Source: an optimization exercise on an open RTL-to-GDS flow (aim: small area, a short achievable clock period and few clock cycles). Production flows keep margins and buffers that such runs may drop. At most, simulation tests tie the RTL to the original design; equivalence was not proved. Power figures rest on the tool's default switching activity, not on a simulated workload.

==> run C <==
==> flow/design.v (excerpt) <==
module crc_ip
(
	output [31:0] HRDATA,
	output HREADYOUT,
	output HRESP,
	input [31:0] HWDATA,
	input [31:0] HADDR,
	input [ 2:0] HSIZE,
	input [ 1:0] HTRANS,
	input HWRITE,
	input HSElx,
	input HREADY,
	input HRESETn,
	input HCLK
);
==> flow/config.mk <==
export PLATFORM = sky130hd
export DESIGN_NAME = crc_ip
export DESIGN_NICKNAME = crc_ip
export VERILOG_FILES = /design/flow/design.v
export SDC_FILE = /design/flow/constraint.sdc
export NUM_CORES = 4
export LEC_CHECK = 0
export CAP_MARGIN = 20
export CORE_MARGIN = 2
export CORE_UTILIZATION = 40
export SLEW_MARGIN = 20
==> flow/constraint.sdc <==
create_clock -name core_clock -period 10.0 [get_ports {HCLK}]
set_input_delay 2.0000 -clock core_clock [delete_from_list [all_inputs] [get_ports {HCLK}]]
set_output_delay 2.0000 -clock core_clock [all_outputs]
set_load 0.01 [all_outputs]
run.sh (not shown) runs the stock make flow with config.mk's settings and CLKGATE_MAP_FILE= SYNTH_SCRIPT=/design/flow/synth_recipe.tcl, a recipe that flattens the netlist after the stock synthesis.
==> run H: changes against run C <==
==> flow/design.v (replaced) <==
module crc_ip
(
	output [31:0] HRDATA,
	output HREADYOUT,
	output HRESP,
	input [31:0] HWDATA,
	input [31:0] HADDR,
	input [ 2:0] HSIZE,
	input [ 1:0] HTRANS,
	input HWRITE,
	input HSElx,
	input HREADY,
	input HRESETn,
	input HCLK
);
localparam [2:0] A_DR   = 3'd0;
localparam [2:0] A_IDR  = 3'd1;
localparam [2:0] A_CR   = 3'd2;
localparam [2:0] A_INIT = 3'd4;
localparam [2:0] A_POL  = 3'd5;
reg       dp_valid;
reg       dp_write;
reg [1:0] dp_size;
reg       s_dr, s_idr, s_cr, s_init, s_pol;    
always @(posedge HCLK)
	if (!HRESETn)
		dp_valid <= 1'b0;
	else if (HREADY) begin
		dp_valid <= HSElx && (HTRANS == 2'b10);
		dp_write <= HWRITE;
		dp_size  <= HSIZE[1:0];
		s_dr     <= (HADDR[4:2] == A_DR);
		s_idr    <= (HADDR[4:2] == A_IDR);
		s_cr     <= (HADDR[4:2] == A_CR);
		s_init   <= (HADDR[4:2] == A_INIT);
		s_pol    <= (HADDR[4:2] == A_POL);
	end
reg  [4:0]  cr;           
reg  [7:0]  idr;
reg  [31:0] init_r;
reg  [31:0] pol_r;
reg  [31:0] res_a;        
reg  [1:0]  nr;           
reg         chain;        
reg         dvalid;       
reg  [31:0] dreg;         
reg  [1:0]  dsz;          
reg         dfast;        
reg         d32, d16, d8; 
reg  [31:1] q_r;          
wire wr = dp_valid && dp_write;
reg qhold;                
assign HREADYOUT = !(dp_valid && s_dr && (dp_write ? qhold : dvalid));
assign HRESP = 1'b0;
wire wr_dr   = wr && s_dr && !qhold;
wire wr_idr  = wr && s_idr;
wire wr_cr   = wr && s_cr;
wire wr_init = wr && s_init;
wire wr_pol  = wr && s_pol;
function [5:0] shf;       
	input [1:0] ps;
	case (ps)
		2'd0: shf = 6'd0;
		2'd1: shf = 6'd16;
		2'd2: shf = 6'd24;
		default: shf = 6'd25;
	endcase
endfunction
wire [5:0] sh  = shf(cr[1:0]);
wire [5:0] shr = shf(nr);
wire [31:0] res_n = res_a >> shr;                      
wire [31:0] pp    = pol_r << sh;                       
wire [31:0] c0s   = (chain ? res_n : init_r) << sh;    
wire        fast_now = chain && (nr == cr[1:0]);
function [31:0] rev_in;
	input [31:0] w;
	input [1:0]  t;
	integer i;
	begin
		for (i = 0; i < 32; i = i + 1)
			case (t)
				2'd0: rev_in[i] = w[i];
				2'd1: rev_in[i] = w[(i / 8) * 8 + 7 - (i % 8)];
				2'd2: rev_in[i] = w[(i / 16) * 16 + 15 - (i % 16)];
				default: rev_in[i] = w[31 - i];
			endcase
	end
endfunction
wire [31:0] din   = rev_in(HWDATA, cr[3:2]);
wire [31:0] mleft = {din[7:0], din[15:8], din[23:16], din[31:24]};
wire        fast_next = dvalid || fast_now;
wire [31:0] xleft = mleft ^ (fast_next ? 32'h0 : c0s);
reg  [31:0] xr;
always @(*)
	case (dp_size)
		2'd0:    xr = {24'h0, xleft[31:24]};
		2'd1:    xr = {16'h0, xleft[31:16]};
		default: xr = xleft;
	endcase
always @(posedge HCLK) begin
	dreg  <= xr;
	dsz   <= dp_size;
	dfast <= fast_next;
	d32   <= fast_next && (dp_size != 2'd0) && (dp_size != 2'd1);
	d16   <= fast_next && (dp_size == 2'd1);
	d8    <= fast_next && (dp_size == 2'd0);
end
wire [31:0] bv;
genvar gi, gj;
generate
	for (gi = 0; gi < 32; gi = gi + 1) begin : g_bv
		wire s = (d32 & res_a[gi])
		       | ((gi < 16) ? (d16 & res_a[(gi + 16) % 32]) : 1'b0)
		       | ((gi < 8)  ? (d8  & res_a[(gi + 24) % 32]) : 1'b0);
		assign bv[gi] = dreg[gi] ^ s;
	end
endgenerate
wire [31:0] b;
generate
	for (gi = 0; gi < 32; gi = gi + 1) begin : g_b
		assign b[gi] = bv[31 - gi];
	end
endgenerate
wire [31:0] q = {q_r, 1'b1};
wire [31:0] f;
generate
	for (gi = 0; gi < 32; gi = gi + 1) begin : g_f
		wire [gi:0] t;
		for (gj = 0; gj <= gi; gj = gj + 1) begin : g_t
			assign t[gj] = q[gj] & b[gi - gj];
		end
		assign f[gi] = ^t;
	end
endgenerate
wire [31:0] c0k = dfast ? res_a : c0s;
reg  [31:0] keep;
always @(*)
	case (dsz)
		2'd0:    keep = c0k << 8;
		2'd1:    keep = c0k << 16;
		default: keep = 32'h0;
	endcase
wire [31:0] cn;
generate
	for (gj = 0; gj < 32; gj = gj + 1) begin : g_c
		wire [gj+1:0] t;
		for (gi = 31 - gj; gi < 32; gi = gi + 1) begin : g_t
			assign t[gi - (31 - gj)] = f[gi] & pp[gj - 31 + gi];
		end
		assign t[gj + 1] = keep[gj];
		assign cn[gj] = ^t;
	end
endgenerate
function [15:0] recip_lo;
	input [31:0] p;
	reg [32:0] a;
	reg [15:0] r;
	reg [15:0] tv;
	integer j, m, i, k;
	begin
		a[0] = 1'b1;
		for (j = 1; j <= 32; j = j + 1)
			a[j] = p[32 - j];
		r = 16'h0;
		r[0] = 1'b1;
		for (m = 1; m < 16; m = m * 2)
			for (i = m; i < 2 * m; i = i + 1) begin
				tv = 16'h0;
				for (k = 0; k <= i / 2; k = k + 1)
					tv[k] = r[k] & a[i - 2 * k];
				r[i] = ^tv;
			end
		recip_lo = r;
	end
endfunction
function [31:16] recip_hi;
	input [31:0] p;
	input [15:0] r;
	reg [32:0] a;
	reg [15:0] tv;
	integer j, i, k;
	begin
		a[0] = 1'b1;
		for (j = 1; j <= 32; j = j + 1)
			a[j] = p[32 - j];
		for (i = 16; i < 32; i = i + 1) begin
			tv = 16'h0;
			for (k = 0; k <= i / 2; k = k + 1)
				tv[k] = r[k] & a[i - 2 * k];
			recip_hi[i] = ^tv;
		end
	end
endfunction
wire [15:0] q_lo_next = recip_lo(pp);
wire [31:16] q_hi_next = recip_hi(pp, {q_r[15:1], 1'b1});
always @(posedge HCLK) begin
	q_r[15:1]  <= q_lo_next[15:1];
	q_r[31:16] <= q_hi_next;
end
always @(posedge HCLK)
	if (!HRESETn) begin
		cr     <= 5'h00;
		idr    <= 8'h00;
		init_r <= 32'hffffffff;
		pol_r  <= 32'h04c11db7;
		res_a  <= 32'h0;
		nr     <= 2'd0;
		chain  <= 1'b0;
		dvalid <= 1'b0;
		qhold  <= 1'b0;
	end else begin
		qhold  <= wr_cr || wr_pol;
		if (wr_cr)
			cr <= HWDATA[7:3];
		if (wr_idr)
			idr <= HWDATA[7:0];
		if (wr_pol)
			pol_r <= HWDATA;
		if (wr_init)
			init_r <= HWDATA;
		else if (wr_cr && HWDATA[0])
			init_r <= 32'hffffffff;
		if (dvalid) begin
			res_a <= cn;
			nr    <= cr[1:0];
			chain <= 1'b1;
		end
		if (wr_cr && HWDATA[0])
			chain <= 1'b0;
		dvalid <= wr_dr;
	end
wire [31:0] res_rev;
generate
	for (gi = 0; gi < 32; gi = gi + 1) begin : g_rev
		assign res_rev[gi] = res_n[31 - gi];
	end
endgenerate
assign HRDATA = ({32{s_dr & ~cr[4]}} & res_n)
              | ({32{s_dr &  cr[4]}} & res_rev)
              | ({32{s_idr}}  & {24'h0, idr})
              | ({32{s_cr}}   & {24'h0, cr, 3'b000})
              | ({32{s_init}} & init_r)
              | ({32{s_pol}}  & pol_r);
endmodule
Settings changed: SETUP_SLACK_MARGIN from default to 5.
==> run M: changes against run C <==
--- a/flow/design.v
+++ b/flow/design.v
@@ -11,11 +11,11 @@
 	input HSElx,
 	input HREADY,
 	input HRESETn,
 	input HCLK
 );
-localparam K  = 16;       
+localparam K  = 32;       
 localparam KB = K / 8;    
 localparam [2:0] A_DR   = 3'd0;
 localparam [2:0] A_IDR  = 3'd1;
 localparam [2:0] A_CR   = 3'd2;
 localparam [2:0] A_INIT = 3'd4;
==> run F: changes against run C <==
--- a/flow/design.v
+++ b/flow/design.v
@@ -11,11 +11,11 @@
 	input HSElx,
 	input HREADY,
 	input HRESETn,
 	input HCLK
 );
-localparam K  = 16;       
+localparam K  = 32;       
 localparam KB = K / 8;    
 localparam [2:0] A_DR   = 3'd0;
 localparam [2:0] A_IDR  = 3'd1;
 localparam [2:0] A_CR   = 3'd2;
 localparam [2:0] A_INIT = 3'd4;
Settings changed: SETUP_SLACK_MARGIN from default to 5.
==> comparison table <==
|  | run H | run C | run M | run F |
|---|---|---|---|---|
| Status | no timing/DRC/antenna violations | no timing/DRC/antenna violations | no timing/DRC/antenna violations | no timing/DRC/antenna violations |
| Yosys reg bits | 192 | 167 | 183 | 183 |
| Layout cell share with drive strength beyond 1 | 0.0727 | 0.113 | 0.0914 | 0.240 |
| Plain + repair buffers | 197 | 123 | 184 | 501 |
| CP max stage delay | 0.67 ns | 0.91 ns | 1.05 ns | 0.61 ns |
| Worst path slowest cell | sky130_fd_sc_hd__clkdlybuf4s50_1 | sky130_fd_sc_hd__xor2_1 | sky130_fd_sc_hd__xnor3_1 | sky130_fd_sc_hd__mux4_2 |
| Wire length of the first global-routing pass | 183,000 um | 106,000 um | 172,000 um | 191,000 um |
| Comb power | 0.0106 W | 0.000555 W | 0.00637 W | 0.00913 W |
| Final HPWL from detailed placement | 80,400 um | 50,400 um | 79,500 um | 79,500 um |
| Number of global-route vias before repair | 26,900 | 16,400 | 25,300 | 27,400 |
| Vertical extent of the die | 274 um | 218 um | 271 um | 271 um |
| Number of sequential cells | 192 | 167 | 183 | 183 |
| Pwr Density | 389 nW/um2 | 96.8 nW/um2 | 257 nW/um2 | 291 nW/um2 |
| Crit Path Class | reg2out | reg2reg | reg2reg | reg2reg |
| Total wirelength of the detailed-routed design | 125,000 um | 70,400 um | 117,000 um | 134,000 um |
| Terminus of the critical flop-to-flop path | res_a[19]$_SDFFE_PN0P_ | res_r[0]$_SDFFE_PN0N_ | res_r[5]$_SDFFE_PN0N_ | res_r[5]$_SDFFE_PN0N_ |
| Simple-gate portion of the synthesized area | 0.184 | 0.210 | 0.221 | 0.221 |
| Wire length on met1 | 48,500 um | 29,500 um | 45,800 um | 48,800 um |
| Cell Count Post-Placement | 4,774 | 2,854 | 4,586 | 4,586 |
Testbench counts of run M, summed over its fixed seeds: cycles 8,445.
Testbench counts of run F, summed over its fixed seeds: cycles 8,445.
No functional check of the RTL was part of run C and run H.

-- re-timing with driven ports --
In the flow no input, the clock included, has a driving cell. The finished layouts below were timed again as built, in two steps.
Step 1: set_driving_cell puts a clkbuf_16 on HCLK and a buf_2 on each other input, an assumption about the parent block.
Step 2 moves the port delays by t, midway between the first and last clock arrival at a register: inputs arrive t later, outputs are due t later. That takes back most of the time a late clock gives input paths.
Slacks: no drivers / after step 1 / after step 2; pairs: no drivers / after step 1.
run	t (ns)	setup slack, ns	clock arrival spread, ns
run C	0.496	2.940 / 2.940 / 2.940	0.017 / 0.017
run H	0.561	4.932 / 4.865 / 5.095	0.025 / 0.025
run M	0.540	2.186 / 2.186 / 2.186	0.021 / 0.021
run F	0.537	4.377 / 4.377 / 4.377	0.022 / 0.022
After both steps every run listed still meets setup and hold.
